From an optimization exercise on the open Yosys and OpenROAD flow, aimed at small area; shortcuts taken in it are not production practice. In this exercise RTL edits were held to simulation tests only and were not proved equivalent to the original. No activity file was given, so power comes from the tool's default toggle rates.

File: design/flow/config.mk
export PLATFORM = sky130hd
export DESIGN_NAME = DSP_DATA_SWITCH_v1_0
export DESIGN_NICKNAME = DSP_DATA_SWITCH_v1_0
export VERILOG_FILES = /design/flow/design.v
export SDC_FILE = /design/flow/constraint.sdc
export NUM_CORES = 4
export LEC_CHECK = 0
export CAP_MARGIN = 20
export CORE_MARGIN = 2
export CORE_UTILIZATION = 40
export SLEW_MARGIN = 20
File: design/flow/constraint.sdc
create_clock -name core_clock -period 5.0 [get_ports {ACLK}]
set_input_delay 1.0000 -clock core_clock [delete_from_list [all_inputs] [get_ports {ACLK}]]
set_output_delay 1.0000 -clock core_clock [all_outputs]
set_load 0.01 [all_outputs]
File: design/flow/design.v
`timescale 1ns / 1ps
module DSP_DATA_SWITCH
#(parameter DATA_WIDTH_IN_BYTES = 4)
(
input   wire ACLK,
input   wire ARESETn,
input   wire   [7:0]                    s_axis_tdata_sel,
input   wire                            s_axis_tvalid_sel,
output  wire                            s_axis_tready_sel,
input  wire [8*DATA_WIDTH_IN_BYTES-1:0] s_axis_tdata_0,
input  wire                             s_axis_tvalid_0,
input  wire                             s_axis_tlast_0,
output wire                             s_axis_tready_0,
input  wire [8*DATA_WIDTH_IN_BYTES-1:0] s_axis_tdata_1,
input  wire                             s_axis_tlast_1,
input  wire                             s_axis_tvalid_1,
output wire                             s_axis_tready_1,
input  wire [8*DATA_WIDTH_IN_BYTES-1:0] s_axis_tdata_2,
input  wire                             s_axis_tvalid_2,
input  wire                             s_axis_tlast_2,
output wire                             s_axis_tready_2 ,
output wire [8*DATA_WIDTH_IN_BYTES-1:0] m_axis_tdata ,
output wire                             m_axis_tvalid,
output wire                             m_axis_tlast,
input  wire                             m_axis_tready,
output reg RDY
    );
reg [7:0] select;
reg [7:0] select_reg;
reg       state_sel,  next_state_sel;
reg [1:0] state_f,  next_state_f;
reg  allow_state_selection;
localparam [1:0] ST_W = 3'd0, 
ST_S0_go = 3'd1, ST_S1_go = 3'd2, ST_S2_go = 3'd3; 
reg                              m_axis_tvalid_int;
reg                              m_axis_tready_0_int;
reg                              m_axis_tready_1_int;
reg                              m_axis_tready_2_int;
reg  [8*DATA_WIDTH_IN_BYTES-1:0] m_axis_tdata_int; 
reg                              m_axis_tlast_int;
reg                              s_axis_tvalid_sel_int;
reg                              s_axis_tready_sel_int;
reg                              m_axis_tready_reg;
reg                              s_axis_tvalid_0_reg;
reg                              s_axis_tvalid_1_reg;
reg                              s_axis_tvalid_2_reg;
reg [8*DATA_WIDTH_IN_BYTES-1:0]  m_axis_tdata_reg; 
reg                              m_axis_tlast_reg;
reg [8*DATA_WIDTH_IN_BYTES-1:0]  temp_m_axis_tdata_reg ; 
reg                              temp_m_axis_tlast_reg ; 
assign  m_axis_tvalid   = m_axis_tvalid_int;
assign  s_axis_tready_0 = m_axis_tready_0_int;
assign  s_axis_tready_1 = m_axis_tready_1_int;
assign  s_axis_tready_2 = m_axis_tready_2_int;
assign  m_axis_tdata    = m_axis_tdata_reg;
assign  m_axis_tlast    = m_axis_tlast_reg;
assign  s_axis_tready_sel = s_axis_tready_sel_int;
always @(posedge ACLK) begin
    if (!ARESETn)
        RDY        <= 1;
    else begin  
        if (select > 8'd2) RDY <= 0;
        else               RDY <= 1;
    end
end
always @* begin
    case (state_sel)
        1'd0: begin
            if (!s_axis_tvalid_sel_int) begin   
                next_state_sel        = 1'd0;
            end else  begin 
                 next_state_sel = 1'd1;
                if (select > 8'd2 )
                next_state_sel = 1'd0;
            end    
        end
        1'd1:begin
            if (!m_axis_tlast_int) begin   
                if (select > 8'd2 )
                    next_state_sel = 1'd0; 
                else next_state_sel = 1'd1; 
            end else  begin 
                next_state_sel = 1'd0;
            end    
        end  
        default: begin
            if (!s_axis_tvalid_sel_int) begin   
                next_state_sel        = 1'd0;
            end else  begin 
            next_state_sel = 1'd1;
            end    
        end
    endcase 
end
always @( posedge ACLK ) begin
    if (!ARESETn) begin
        state_sel             <= 1'd0;
        s_axis_tvalid_sel_int <= 0;
        s_axis_tready_sel_int <= 0;
        allow_state_selection <= 1'b0; 
        select_reg            <= 0;
        select                <= 0;
    end else begin
    state_sel             <= next_state_sel;
    s_axis_tvalid_sel_int <= s_axis_tvalid_sel;
    case (state_sel) 
     1'd0: begin
        s_axis_tready_sel_int <= 1'b1;
        if (select > 8'd2) 
              select <= s_axis_tdata_sel ; 
        else  select <= select ; 
        allow_state_selection <= 1'b0;
     end
     1'd1:begin
        s_axis_tready_sel_int <= 1'b0;
        select_reg            <= s_axis_tdata_sel;
        allow_state_selection <= 1'b1;
        if (s_axis_tlast_0 || s_axis_tlast_1 || s_axis_tlast_2 ) begin
            select <= select_reg;
        end
     end
     default: begin
        s_axis_tready_sel_int <= 1'b1;
        select                <= select ;
        allow_state_selection <= 1'b0;
     end
    endcase
    end 
end 
always @* begin
    case (state_f)
        ST_W: begin
           if (m_axis_tready  && allow_state_selection) begin 
                    case (select)
                    8'd0: begin 
                        if ( s_axis_tvalid_0)   
                             next_state_f = ST_S0_go;
                        else next_state_f = ST_W;
                    end
                    8'd1: begin   
                        if (s_axis_tvalid_1_reg)   
                             next_state_f = ST_S1_go;
                        else next_state_f = ST_W;
                    end
                    8'd2: begin   
                        if (s_axis_tvalid_2_reg)   
                             next_state_f = ST_S2_go;
                        else next_state_f = ST_W;
                    end
                    default:begin      
                        next_state_f = ST_W;
                    end
                    endcase
           end else begin
                next_state_f = ST_W;
           end
        end
        ST_S0_go:begin          
            if (!m_axis_tlast_int) begin
                next_state_f = ST_S0_go;
            end else begin
                next_state_f = ST_W;
            end 
        end
        ST_S1_go:begin           
            if (!m_axis_tlast_int) begin
                next_state_f = ST_S1_go;
            end else begin
                next_state_f = ST_W;
            end 
        end
        ST_S2_go:begin
            if (!m_axis_tlast_int) begin
                 next_state_f = ST_S2_go;
            end else begin
                 next_state_f = ST_W;
            end 
        end
        default: begin
            if (m_axis_tready_reg && allow_state_selection) begin 
                case (select)
                8'd0:    next_state_f = ST_S0_go;
                8'd1:    next_state_f = ST_S1_go;
                8'd2:    next_state_f = ST_S2_go;
                default: next_state_f = ST_W; 
                endcase 
           end else begin
                next_state_f = ST_W;
           end  
        end
    endcase 
end
always @(posedge ACLK) begin
    if(!ARESETn) begin
        state_f               <= ST_W;
        m_axis_tready_reg     <= 0;
        s_axis_tvalid_0_reg   <= 0;
        s_axis_tvalid_1_reg   <= 0;
        s_axis_tvalid_2_reg   <= 0;
        m_axis_tready_0_int   <= 0;
        m_axis_tready_1_int   <= 0;
        m_axis_tready_2_int   <= 0;
        m_axis_tvalid_int     <= 0;
        m_axis_tlast_int      <= 0;
        m_axis_tdata_int      <= 0;
        m_axis_tdata_reg      <= 0;
        temp_m_axis_tdata_reg <= 0;    
        temp_m_axis_tlast_reg <= 0;    
        m_axis_tlast_reg      <= 0;    
    end else begin
            state_f             <= next_state_f;
            m_axis_tready_reg   <= m_axis_tready; 
            s_axis_tvalid_0_reg <= s_axis_tvalid_0;
            s_axis_tvalid_1_reg <= s_axis_tvalid_1; 
            s_axis_tvalid_2_reg <= s_axis_tvalid_2;
            case (select)
                8'd0:begin
                    m_axis_tdata_int    <= s_axis_tdata_0;
                    m_axis_tlast_int    <= s_axis_tlast_0;
                      if (m_axis_tlast_int || (m_axis_tready_0_int && !(m_axis_tready || !s_axis_tvalid_0_reg)))
                    m_axis_tready_0_int <= 0;
                     else m_axis_tready_0_int <= m_axis_tready_reg;
                    m_axis_tready_1_int <= 0;
                    m_axis_tready_2_int <= 0;
                end
                8'd1:begin
                     m_axis_tdata_int    <= s_axis_tdata_1;
                    m_axis_tlast_int    <= s_axis_tlast_1;
                      if (m_axis_tlast_int || (m_axis_tready_1_int && !(m_axis_tready || !s_axis_tvalid_1_reg)))
                    m_axis_tready_1_int <= 0;
                     else m_axis_tready_1_int <= m_axis_tready_reg;
                    m_axis_tready_0_int <= 0;
                    m_axis_tready_2_int <= 0;
                end
               8'd2:begin
                    m_axis_tdata_int    <= s_axis_tdata_2;
                    m_axis_tlast_int    <= s_axis_tlast_2;
                      if (m_axis_tlast_int || (m_axis_tready_2_int && !(m_axis_tready || !s_axis_tvalid_2_reg)))
                    m_axis_tready_2_int <= 0;
                     else m_axis_tready_2_int <= m_axis_tready_reg;
                    m_axis_tready_1_int <= 0;
                    m_axis_tready_0_int <= 0;
                end
                default:begin
                    m_axis_tdata_int    <= s_axis_tdata_0; 
                    m_axis_tready_0_int <= 0;
                    m_axis_tready_1_int <= 0;
                    m_axis_tready_2_int <= 0;
                end
            endcase
        case (state_f)
            ST_W: begin 
            m_axis_tlast_int    <= 0; 
              case (select)
                8'd0:    m_axis_tvalid_int   <= s_axis_tvalid_0; 
                8'd1:    m_axis_tvalid_int   <= s_axis_tvalid_1; 
                8'd2:    m_axis_tvalid_int   <= s_axis_tvalid_2; 
                default: m_axis_tvalid_int   <= 0;
              endcase 
            end 
            ST_S0_go:begin
                if (m_axis_tready_0_int) begin
                       if (m_axis_tready || !s_axis_tvalid_0_reg) begin
                           m_axis_tlast_reg  <= m_axis_tlast_int;
                           m_axis_tdata_reg  <= m_axis_tdata_int;
                           if (RDY)
                                m_axis_tvalid_int <= s_axis_tvalid_0; 
                           else m_axis_tvalid_int <= 0;
                       end else begin
                            temp_m_axis_tdata_reg  <=  m_axis_tdata_int;     
                            temp_m_axis_tlast_reg <=  m_axis_tlast_int;
                            if (RDY)
                                 m_axis_tvalid_int <= s_axis_tvalid_0_reg; 
                            else m_axis_tvalid_int <= 0;
                       end 
                 end else if (m_axis_tready) begin
                      m_axis_tdata_reg     <= temp_m_axis_tdata_reg;
                      m_axis_tlast_reg     <= temp_m_axis_tlast_reg;
                      if (!s_axis_tlast_0)
                          if (RDY)
                               m_axis_tvalid_int <= s_axis_tvalid_0_reg;
                          else m_axis_tvalid_int <= 0;
                      else m_axis_tvalid_int <= s_axis_tvalid_0;      
                 end
            end
            ST_S1_go: begin
                 if (m_axis_tready_1_int) begin
                       if (m_axis_tready || !s_axis_tvalid_1_reg) begin
                           m_axis_tlast_reg  <= m_axis_tlast_int;
                           m_axis_tdata_reg  <= m_axis_tdata_int;
                           if (RDY)                  
                              m_axis_tvalid_int <= s_axis_tvalid_1; 
                           else   m_axis_tvalid_int <= 0; 
                       end else begin
                            temp_m_axis_tdata_reg  <=  m_axis_tdata_int;     
                            temp_m_axis_tlast_reg <=  m_axis_tlast_int;
                            if (RDY)                      
                             m_axis_tvalid_int <= s_axis_tvalid_1_reg; 
                            else   m_axis_tvalid_int <= 0; 
                       end 
                 end else if (m_axis_tready) begin
                      m_axis_tdata_reg     <= temp_m_axis_tdata_reg;
                      m_axis_tlast_reg     <= temp_m_axis_tlast_reg;
                      if (!s_axis_tlast_1)
                            if (RDY)                      
                                 m_axis_tvalid_int      <= s_axis_tvalid_1_reg;
                            else m_axis_tvalid_int <= 0;
                      else m_axis_tvalid_int <= s_axis_tvalid_1;           
                 end
            end
            ST_S2_go: begin
                 if (m_axis_tready_2_int) begin
                       if (m_axis_tready || !s_axis_tvalid_2_reg) begin
                           m_axis_tlast_reg  <= m_axis_tlast_int;
                           m_axis_tdata_reg  <= m_axis_tdata_int;
                           if (RDY)                      
                                  m_axis_tvalid_int <= s_axis_tvalid_2; 
                           else   m_axis_tvalid_int <= 0;
                       end else begin
                            temp_m_axis_tdata_reg  <=  m_axis_tdata_int;     
                            temp_m_axis_tlast_reg <=  m_axis_tlast_int;
                            if (RDY)                      
                                   m_axis_tvalid_int <= s_axis_tvalid_2_reg; 
                            else   m_axis_tvalid_int <= 0; 
                       end 
                 end else if (m_axis_tready) begin
                      m_axis_tdata_reg     <= temp_m_axis_tdata_reg;
                      m_axis_tlast_reg     <= temp_m_axis_tlast_reg;
                      if (!s_axis_tlast_2)
                             if (RDY)                      
                                  m_axis_tvalid_int      <= s_axis_tvalid_2_reg;
                             else   m_axis_tvalid_int <= 0;
                      else m_axis_tvalid_int <= s_axis_tvalid_2;                      
                 end
            end
            default: begin
              m_axis_tlast_int    <= 0; 
              case (select)
                8'd0:    m_axis_tvalid_int   <= s_axis_tvalid_0; 
                8'd1:    m_axis_tvalid_int   <= s_axis_tvalid_1; 
                8'd2:    m_axis_tvalid_int   <= s_axis_tvalid_2; 
                default: m_axis_tvalid_int   <= 0;
              endcase 
            end 
        endcase
    end
end
endmodule
`timescale 1 ns / 1 ps
	module DSP_DATA_SWITCH_v1_0 #
	(
    parameter integer DATA_WIDTH_IN_BYTES	= 4
	)
	(
        output wire  RDY,
        input  wire  ACLK,
        input  wire  ARESETn,
		output wire  s00_axis_tready,
		input wire [8*DATA_WIDTH_IN_BYTES-1 : 0] s00_axis_tdata,
		input wire  s00_axis_tlast,
		input wire  s00_axis_tvalid,
		output wire  s01_axis_tready,
		input wire [8*DATA_WIDTH_IN_BYTES-1 : 0] s01_axis_tdata,
		input wire  s01_axis_tlast,
		input wire  s01_axis_tvalid,
		output wire  s02_axis_tready,
		input wire [8*DATA_WIDTH_IN_BYTES-1 : 0] s02_axis_tdata,
		input wire  s02_axis_tlast,
		input wire  s02_axis_tvalid,
		output wire  s03_sel_axis_tready,
		input wire [7:0] s03_sel_axis_tdata,
		input wire  s03_sel_axis_tvalid,
		output wire  m00_axis_tvalid,
		output wire [8*DATA_WIDTH_IN_BYTES-1 : 0] m00_axis_tdata,
		output wire  m00_axis_tlast,
		input wire  m00_axis_tready
	);
	DSP_DATA_SWITCH 
	#(
	.DATA_WIDTH_IN_BYTES(DATA_WIDTH_IN_BYTES)
	)
	DSP_DATA_SWITCH
	(	
	.s_axis_tdata_sel (s03_sel_axis_tdata ), 
	.s_axis_tvalid_sel(s03_sel_axis_tvalid),
	.s_axis_tready_sel(s03_sel_axis_tready),
	.s_axis_tdata_0 (s00_axis_tdata),
	.s_axis_tvalid_0(s00_axis_tvalid),
	.s_axis_tready_0(s00_axis_tready),
	.s_axis_tlast_0 (s00_axis_tlast),
	.s_axis_tdata_1 (s01_axis_tdata ),
	.s_axis_tvalid_1(s01_axis_tvalid),
	.s_axis_tready_1(s01_axis_tready),
	.s_axis_tlast_1 (s01_axis_tlast ),
	.s_axis_tdata_2 (s02_axis_tdata ),
	.s_axis_tvalid_2(s02_axis_tvalid),
	.s_axis_tready_2(s02_axis_tready),
	.s_axis_tlast_2 (s02_axis_tlast ),
	.m_axis_tdata  (m00_axis_tdata ),
	.m_axis_tvalid (m00_axis_tvalid),
	.m_axis_tready (m00_axis_tready),
    .m_axis_tlast  (m00_axis_tlast ),
    .RDY(RDY),
    .ACLK(ACLK),
    .ARESETn(ARESETn)
	);
	endmodule
File: design/flow/run.sh
#!/bin/bash
# synth_recipe.tcl (not shown) runs the flow's synth.tcl, then flattens the netlist and writes it again
# the make line also repeats each setting of config.mk as NAME=value (left out here)
make -C /OpenROAD-flow-scripts/flow DESIGN_CONFIG=/design/flow/config.mk WORK_HOME=/design/flow/orfs CLKGATE_MAP_FILE= SYNTH_SCRIPT=/design/flow/synth_recipe.tcl finish
==> impl_metrics.py <==
metrics = {
    "run_status": {
        "outcome": "timing/DRC/antenna clean",
    },
    "sta": {
        "maxSlewHeadroom": 0.309,
        "setup_viol": 0,
        "min_period_ps": 3000,
        "fin_skew_ps": 5.79,
        "finalHoldViolCount": 0,
        "max_clock_freq_mhz": 334,
        "tns_ps": 0,
        "final.period_utilization": 0.599,
        "slew_violations": 0,
        "rsz0062_at_grt": "false",
        "worst_pin_slew_ps": 1030,
    },
    "final_layout": {
        "nets": 875,
        "drive_gt1_frac": 0.0594,
        "areaGrowthSynthToFinish_pct": 38.0,
        "design_area_sq_um": 7650,
        "diodes": 0,
    },
    "min_path": {
        "hp-class": "flip-flop to flip-flop",
    },
    "yosys": {
        "syn_area_sq_um": 5550,
        "synth_top_area_cell": "dfxtp_1",
        "synthCells": 641,
        "ys_seq_area_frac": 0.469,
        "synth_edf_count": 0,
        "synthTopCellsByArea": "dfxtp_1 47%, nand2_1 7.7%, a22oi_1 4.6%",
        "yosysWarnings": 1,
        "synthFlopType": "dfxtp_1",
        "yosysMostFrequentCell": "dfxtp_1",
        "ys_ff_latch": 130,
        "yosysTopAreaCellShare": 0.469,
        "async_flop_share": 0,
        "postSynthAreaPerCell_sq_um": 8.65,
        "synth_commonest_cells": "130 x dfxtp_1, 114 x nand2_1, 40 x a21oi_1, 39 x clkbuf_1, 36 x o21ai_0",
        "synth_nets": 755,
        "synth_cell_types": 42,
    },
    "cts": {
        "cts_num_sinks": 130,
        "ctsResizeCount": 0,
        "cts_buffers": 17,
        "cts_buffer_depth": 2,
        "clk_pin_slew_ps": 50,
        "cts_hold_buf": 0,
        "post-cts-setup-buffers": 0,
        "clk_latency_ps": 410,
        "h-tree-depth": 4,
        "cts_tree": "built",
        "cts_root_buffer": "clkbuf_16",
    },
    "place": {
        "dpl_cell_area_sq_um": 7090,
        "gp_congestion": 0.888,
        "io_buffers": 152,
        "hpwl_um": 9140,
    },
    "drt": {
        "ant_nets": 0,
        "wl_um": 14200,
        "drcViolationCount": 0,
        "initialDrtViolationCount": 412,
        "drt-vias-per-instance": 5.24,
        "first_pass_iters": 5,
        "vias": 5002,
        "wl_per_cell_um": 14.9,
    },
    "setup_path": {
        "crit_required_ps": 5240,
        "critPathLaunchType": "input port",
        "critPathCaptureType": "flip-flop",
        "crit_arrival_ps": 3240,
        "critical_path_class": "input port to flip-flop",
        "crit_fanout": 41,
    },
    "floorplanning": {
        "die_area_sq_um": 14800,
        "die-width_um": 122,
        "core-area_sq_um": 13700,
        "die_y_um": 122,
        "row_count": 43,
        "io_pins": 153,
        "start_util": 0.404,
    },
    "grt": {
        "antenna_found_initial": 0,
        "grt_max_degree": 127,
        "grt.overflow.total": 0,
        "grt_use_total": 0.198,
        "grt_pass1_wl_um": 23100,
        "grt_pass1_vias": 4859,
    },
    "power": {
        "ir_drop_mv": 0.224,
        "leakage_nw": 2.87,
        "power_density_nw_per_um2": 331,
    },
    "job": {
        "cap_violations": 0,
    },
}
cells in the final DEF (no fill, tap or decap), drive strengths merged, types with 2 or more instances in the layout:
cell type | synthesis | layout
a21boi | 32 | 32
a21oi | 40 | 40
a22oi | 34 | 34
a31oi | 4 | 4
and2 | 10 | 10
and3 | 34 | 34
buf | 18 | 7
clkbuf | 39 | 28
clkdlybuf4s50 | 0 | 151
clkinv | 0 | 4
dfxtp | 130 | 130
inv | 2 | 2
mux2i | 19 | 19
nand2 | 114 | 114
nand2b | 5 | 5
nand3 | 35 | 35
nor2 | 5 | 5
nor2b | 17 | 17
nor3 | 3 | 3
nor4 | 3 | 3
o211a | 9 | 9
o21ai | 38 | 38
o22ai | 35 | 35
o31ai | 2 | 2
path summary, 6_finish.rpt:
path | start | end | slack [ps] | depth (start not counted)
min reg2reg | DSP_DATA_SWITCH.temp_m_axis_tdata_reg[5] | DSP_DATA_SWITCH.temp_m_axis_tdata_reg[5] | 460 | 2
min | DSP_DATA_SWITCH.temp_m_axis_tdata_reg[5] | DSP_DATA_SWITCH.temp_m_axis_tdata_reg[5] | 460 | 2
max reg2reg | DSP_DATA_SWITCH.state_f[1] | DSP_DATA_SWITCH.m_axis_tdata_reg[14] | 2220 | 4
max | m00_axis_tready | DSP_DATA_SWITCH.m_axis_tdata_reg[14] | 2000 | 7
metrics by stage:
stage | cells | worst slack [ps] | utilization | hold slack, ps | total power [mW]
global placement | 922 | 1260 | 0.517 | 445 | 1.42
finish | 954 | 2000 | 0.558 | 462 | 2.54
detailed placement | 922 | 1570 | 0.517 | 453 | 1.42
CTS | 954 | 2020 | 0.558 | 465 | 2.56
global route | 954 | 1850 | 0.558 | 477 | 2.64
floorplan | 641 | 2790 | - | 435 | 1.29
worst max-delay path: stages:
cell and delay (ps):
clkdlybuf4s50_1 450, buf_4 360, nor2b_1 110, and2_1 210, nor2b_1 250, o22a_2 640
o22ai_1 200
cell type report:
cell class / count / area, sq um
clock buffer: 28 / 537
clock inverter: 4 / 20.0
fill: 1310 / 6070
inverter: 2 / 7.51
multi-input combinational: 452 / 2690
sequential: 130 / 2600
tap: 180 / 225
timing repair buffer: 158 / 1570
cells by family after synthesis:
logic type / after synthesis / share of synthesized area
and+or+nand+nor: 232 / 0.207
AOI/OAI and AO/OA: 200 / 0.236
DFF: 130 / 0.469
muxes: 20 / 0.0370
buffers and inverters: 59 / 0.0510
layer usage:
layer / GRT usage / up-vias / part of all wire
met1: 0.246 / 2338 / 0.46
met5: 0 / - / 0
li1: - / 2533 / -
met4: 0.0819 / 0 / 0.010
met2: 0.331 / 120 / 0.49
met3: 0.0463 / 11 / 0.043
power breakdown:
group	internal, mW	switching [mW]	leakage (nW)
registers	1.08	0.0393	1.06
clock network	0.723	0.415	0.280
logic	0.150	0.127	1.53
total	1.95	0.581	2.87

==> re-timing with driven ports <==
No port has a modelled driver above. Below, the same layout with a new extraction and two added sets of constraints. Step 1: set_driving_cell puts a clkbuf_16 on ACLK and a buf_2 on each other input, an assumption about the parent block. Step 2 times the ports against the registers' clock, not the clock port: input delays grow and output delays shrink by t, the midpoint of the rising clock arrivals with the driver on. Slacks: ideal / step 1 / step 2; pairs: ideal / step 1.
shift t [ns]: 0.450
setup slack, ns: 2.003 / 2.020 / 1.570
worst setup path at the end: input to register
pins driven straight from the clock port: 1
After both steps setup and hold are still met in this run. For this run, drivers alone change the setup slack by +0.017 ns; drivers and shift together by -0.433 ns.
